Background: an optimization exercise with open tools, aiming at small area and a short achievable clock period. Do not read the settings as production practice. Where RTL was checked, it was by simulation tests only, not by an equivalence proof against the original. The flow treats the clock pin as an ideal source, which a real chip does not have.

## alpha
// fir_filter_top
module fir_filter_top #(
    parameter WIDTH = 16,
    parameter TAPS = 8,
    parameter COEFF_SUM = 20
) (
    input wire clk,
    input wire rst,
    input wire signed [WIDTH-1:0] x_in,
    output wire signed [WIDTH+3:0] y_out_raw,
    output wire signed [WIDTH+3:0] y_out
);
For scale: about 850 cells after synthesis, ~58 I/O pins.
clock: 10.0 ns
lec_check: 0
abc_area: 1
cap_margin: 20
core_margin: 2
core_utilization: 40
slew_margin: 20
standard.sh (not shown) runs the stock make flow with config.mk's settings and CLKGATE_MAP_FILE= SYNTH_SCRIPT=/design/flow/synth_recipe.tcl, a recipe that flattens the netlist after the stock synthesis.
==> flow/flow/run.sh <==
#!/bin/bash
# The standard layout flow, with small port buffers, a clock tree built
# from one buffer type without dummy loads, and after CTS a setup repair that
# aims for a 3.05 ns period (the SDC keeps the design's 10 ns clock).
set -euo pipefail
bash standard.sh \
  "BUFFER_PORTS_ARGS=-buffer_cell sky130_fd_sc_hd__buf_1" \
  "CTS_ARGS=-sink_clustering_enable -repair_clock_nets -buf_list sky130_fd_sc_hd__clkbuf_8 -sink_clustering_size 16 -sink_clustering_max_diameter 80 -dont_use_dummy_load" \
  "POST_CTS_TCL=$PWD/flow/post_cts.tcl" \
  finish > standard.log 2>&1
==> flow/flow/post_cts.tcl <==
estimate_parasitics -placement
repair_timing -setup -setup_margin 7.0 -repair_tns 100
detailed_placement
Changes in beta relative to alpha:
--- a/flow/flow/run.sh
+++ b/flow/flow/run.sh
@@ -7,3 +7,3 @@
   "BUFFER_PORTS_ARGS=-buffer_cell sky130_fd_sc_hd__buf_1" \
-  "CTS_ARGS=-sink_clustering_enable -repair_clock_nets -buf_list sky130_fd_sc_hd__clkbuf_8 -sink_clustering_size 16 -sink_clustering_max_diameter 80 -dont_use_dummy_load" \
+  "CTS_ARGS=-sink_clustering_enable -repair_clock_nets -buf_list sky130_fd_sc_hd__clkbuf_8 -root_buf sky130_fd_sc_hd__clkbuf_16 -sink_clustering_size 19 -sink_clustering_max_diameter 60 -dont_use_dummy_load" \
   "POST_CTS_TCL=$PWD/flow/post_cts.tcl" \
- Against alpha, beta comes in 0.055 ns higher on setup slack.
- Worst hold-check slack delta (beta − alpha): unfavourable
- beta vs. alpha: total core area level; final area shows an increase of 58 sq um; share of the final layout cell area in sequential cells has decreased; final period utilization fell 0.55 points.

fir_filter_top, a different RTL version from the one above (not shown whole).
Size in the first run: roughly 1,000 cells after synthesis, ~260 flip-flops, about 58 I/O pins, about 11,000 um^2 of cells after synthesis.
// fir_filter_top
module fir_filter_top #(
    parameter WIDTH = 16,
    parameter TAPS = 8,
    parameter COEFF_SUM = 20
) (
    input wire clk,
    input wire rst,
    input wire signed [WIDTH-1:0] x_in,
    output wire signed [WIDTH+3:0] y_out_raw,
    output wire signed [WIDTH+3:0] y_out
);
export LEC_CHECK = 0
export ABC_AREA = 1
export CAP_MARGIN = 20
export CORE_MARGIN = 2
export CORE_UTILIZATION = 40
export SLEW_MARGIN = 20
create_clock -name core_clock -period 10.0 [get_ports {clk}]
==> flow/flow/run.sh <==
#!/bin/bash
# The standard layout flow, with small port buffers and a clock tree
# built from one buffer type, without dummy loads.
set -euo pipefail
bash standard.sh \
  "BUFFER_PORTS_ARGS=-buffer_cell sky130_fd_sc_hd__buf_1" \
  "CTS_ARGS=-sink_clustering_enable -repair_clock_nets -buf_list sky130_fd_sc_hd__clkbuf_8 -sink_clustering_size 20 -sink_clustering_max_diameter 80 -dont_use_dummy_load" \
  finish > standard.log 2>&1
The first run ran to the end with no violations.
Edit:
--- a/flow/flow/run.sh
+++ b/flow/flow/run.sh
@@ -7 +7 @@
-  "CTS_ARGS=-sink_clustering_enable -repair_clock_nets -buf_list sky130_fd_sc_hd__clkbuf_8 -sink_clustering_size 20 -sink_clustering_max_diameter 80 -dont_use_dummy_load" \
+  "CTS_ARGS=-sink_clustering_enable -repair_clock_nets -buf_list sky130_fd_sc_hd__clkbuf_16 -dont_use_dummy_load" \
Effect: Final cell count went up slightly; worst setup slack got worse by 22 ps; sequential share of layout area went down by 1.9 points; first-iteration DRC count went down slightly; area after synthesis stays the same.
Function was not checked in any run of this note: the RTL went through the layout flow alone.

The RTL this note starts from:
==> flow/design.v <==
module fir_filter_top #(
    parameter WIDTH = 16,
    parameter TAPS = 8,
    parameter COEFF_SUM = 20
) (
    input wire clk,
    input wire rst,
    input wire signed [WIDTH-1:0] x_in,
    output wire signed [WIDTH+3:0] y_out_raw,
    output wire signed [WIDTH+3:0] y_out
);
    function [5:0] dstep(input [4:0] r, input b);
        begin
            dstep[5] = r[3] | r[4] | (r[2] & b);
            dstep[0] = b ? r[2] : r[0];
            dstep[1] = b ? r[0] : r[3];
            dstep[2] = b ? r[3] : r[1];
            dstep[3] = b ? r[1] : r[4];
            dstep[4] = b ? r[4] : r[2];
        end
    endfunction
    reg signed [15:0] xh [0:3];
    reg signed [17:0] bh [0:5];
    wire [15:0] u0 = {~xh[0][15], xh[0][14:0]};
    wire [15:0] u1 = {~xh[1][15], xh[1][14:0]};
    wire [15:0] u2 = {~xh[2][15], xh[2][14:0]};
    wire [15:0] u3 = {~xh[3][15], xh[3][14:0]};
    wire [15:0] ba_s = u0 ^ u1 ^ u2;
    wire [15:0] ba_c = (u0 & u1) | (u0 & u2) | (u1 & u2);
    wire [16:0] bb_x = {1'b0, ba_s};
    wire [16:0] bb_y = {ba_c, 1'b0};
    wire [16:0] bb_z = {1'b0, u3};
    wire [16:0] bb_s = bb_x ^ bb_y ^ bb_z;
    wire [16:0] bb_c = (bb_x & bb_y) | (bb_x & bb_z) | (bb_y & bb_z);
    wire [17:0] bu = {1'b0, bb_s} + {bb_c, 1'b0};
    wire [17:0] bsum = {~bu[17], bu[16:0]};
    integer i;
    always @(posedge clk or posedge rst) begin
        if (rst) begin
            for (i = 0; i < 4; i = i + 1) xh[i] <= 16'sd0;
            for (i = 0; i < 6; i = i + 1) bh[i] <= 18'sd0;
        end else begin
            xh[0] <= x_in;
            for (i = 1; i < 4; i = i + 1) xh[i] <= xh[i-1];
            bh[0] <= bsum;
            for (i = 1; i < 6; i = i + 1) bh[i] <= bh[i-1];
        end
    end
    reg signed [19:0] s2, s1, yraw;
    wire [19:0] sa_x = s2;
    wire [19:0] sa_y = {{2{bh[0][17]}}, bh[0]};
    wire [19:0] sa_z = ~{{2{bh[5][17]}}, bh[5]};
    wire [19:0] sa_s = sa_x ^ sa_y ^ sa_z;
    wire [19:0] sa_c = (sa_x & sa_y) | (sa_x & sa_z) | (sa_y & sa_z);
    wire [19:0] snext = sa_s + {sa_c[18:0], 1'b1};
    always @(posedge clk or posedge rst) begin
        if (rst) begin
            s2 <= 20'sd0;
            s1 <= 20'sd0;
            yraw <= 20'sd0;
        end else begin
            s2 <= snext;
            s1 <= s2;
            yraw <= s1;
        end
    end
    localparam SPLIT = 8;
    reg [4:0] ra [0:SPLIT];
    reg [SPLIT-1:0] qa;
    reg [5:0] ta;
    integer ka;
    always @(*) begin
        case (s2[19:18])
            2'b00:   ra[0] = 5'b00001;   
            2'b01:   ra[0] = 5'b00010;   
            2'b10:   ra[0] = 5'b01000;   
            default: ra[0] = 5'b10000;   
        endcase
        for (ka = 0; ka < SPLIT; ka = ka + 1) begin
            ta = dstep(ra[ka], s2[17-ka]);
            qa[SPLIT-1-ka] = ta[5];
            ra[ka+1] = ta[4:0];
        end
    end
    reg [SPLIT-1:0] qh;
    reg [4:0] rh;
    always @(posedge clk or posedge rst) begin
        if (rst) begin
            qh <= {SPLIT{1'b0}};
            rh <= 5'b00001;
        end else begin
            qh <= qa;
            rh <= ra[SPLIT];
        end
    end
    reg [4:0] rb [SPLIT:16];
    reg [15-SPLIT:0] qb;
    reg [5:0] tb;
    integer kb;
    always @(*) begin
        rb[SPLIT] = rh;
        for (kb = SPLIT; kb < 16; kb = kb + 1) begin
            tb = dstep(rb[kb], s1[17-kb]);
            qb[15-kb] = tb[5];
            rb[kb+1] = tb[4:0];
        end
    end
    wire inc = s1[19] & ((|s1[1:0]) | ~rb[16][0]);
    wire [15:0] q = {qh, qb} + {15'd0, inc};
    reg [15:0] ydiv;
    always @(posedge clk or posedge rst) begin
        if (rst) ydiv <= 16'd0;
        else     ydiv <= q;
    end
    assign y_out_raw = yraw;
    assign y_out = {{4{ydiv[15]}}, ydiv};
endmodule
Settings: LEC_CHECK=0, ABC_AREA=1, CAP_MARGIN=20, CORE_MARGIN=2, CORE_UTILIZATION=40, SLEW_MARGIN=20; clock period 10.0 ns.
run.sh (not shown) runs the stock make flow with config.mk's settings and CLKGATE_MAP_FILE= SYNTH_SCRIPT=/design/flow/synth_recipe.tcl, a recipe that flattens the netlist after the stock synthesis.
Stock flow here: none of the scripts above is used.
The first run completed with no timing, DRC or antenna violations.
Next try:
==> flow/flow/run.sh (new file) <==
#!/bin/bash
# Standard flow, unchanged; each tool's output goes to a log of its own.
set -e
cp standard.sh flow/standard.sh.seen 2>/dev/null || true
bash standard.sh > standard.log 2>&1
==> flow/flow/standard.sh.seen (new file) <==
#!/bin/bash
# The standard flow's own layout of this design, on the ORFS make targets given (by default finish). After
# finish it leaves the final layout's DEF at /design/flow/out/final.def.
set -euo pipefail
make -C /OpenROAD-flow-scripts/flow DESIGN_CONFIG=/design/flow/config.mk WORK_HOME=/design/flow/orfs CLKGATE_MAP_FILE= SYNTH_SCRIPT=/design/flow/synth_recipe.tcl ABC_AREA=1 CAP_MARGIN=20 CORE_MARGIN=2 CORE_UTILIZATION=40 SLEW_MARGIN=20 "${@:-finish}"
if [[ -f /design/flow/orfs/results/sky130hd/fir_filter_top/base/6_final.odb ]]; then
  : # left out here: write the final layout as DEF
fi
==> flow/standard.sh (new file) <==
#!/bin/bash
# synth_recipe.tcl (not shown) runs the flow's synth.tcl, then flattens the netlist and writes it again
# the make line also repeats each setting of config.mk as NAME=value (left out here)
make -C /OpenROAD-flow-scripts/flow DESIGN_CONFIG=/design/flow/config.mk WORK_HOME=/design/flow/orfs CLKGATE_MAP_FILE= SYNTH_SCRIPT=/design/flow/synth_recipe.tcl "${@:-finish}"
removed: flow/run.sh
After rerunning: First-iteration DRC count stays the same; register-to-register slack is about the same; synthesized cell count does not change; via count is unchanged; worst hold slack does not change; routed wire length does not change; utilization is unchanged; non-clock buffer count is unchanged.
No run of this note included a check of the RTL's function; only the layout flow was run.

[re-timing with driven ports]
Ports are ideal in the flow. The routed layouts listed here were re-timed in OpenROAD. Step 1 assumes that a clkbuf_16 drives the clock port and a buf_2 every other input. Step 2, shift: input delay + t, output delay - t, t = (earliest + latest rising clock arrival at the registers) / 2. This alone moves slack from input paths to output paths. Slacks: ideal / step 1 / step 2; pairs: ideal / step 1.
run | t (ns) | setup slack, ns | worst register clock-pin slew, ns | worst data-port slew with drivers (ns)
alpha | 0.557 | 6.934 / 6.893 / 6.578 | 0.10 / 0.10 | 0.04
beta | 0.514 | 6.989 / 6.947 / 6.584 | 0.11 / 0.11 | 0.04
the first run of note 2 | 0.557 | 6.890 / 6.893 / 6.351 | 0.12 / 0.12 | 0.03
the second run of note 2 | 0.556 | 6.869 / 6.893 / 6.337 | 0.06 / 0.06 | 0.03
the first run of note 3 | 0.569 | 6.481 / 6.481 / 6.342 | 0.07 / 0.07 | 0.03
the second run of note 3 | 0.569 | 6.481 / 6.481 / 6.342 | 0.07 / 0.07 | 0.03
After both steps every run listed still meets setup and hold. The setup slack of the first run of note 2, which loses most, moves by +0.003 ns with the drivers and by -0.539 ns with both steps. The worst setup slack also covers recovery checks on asynchronous resets.
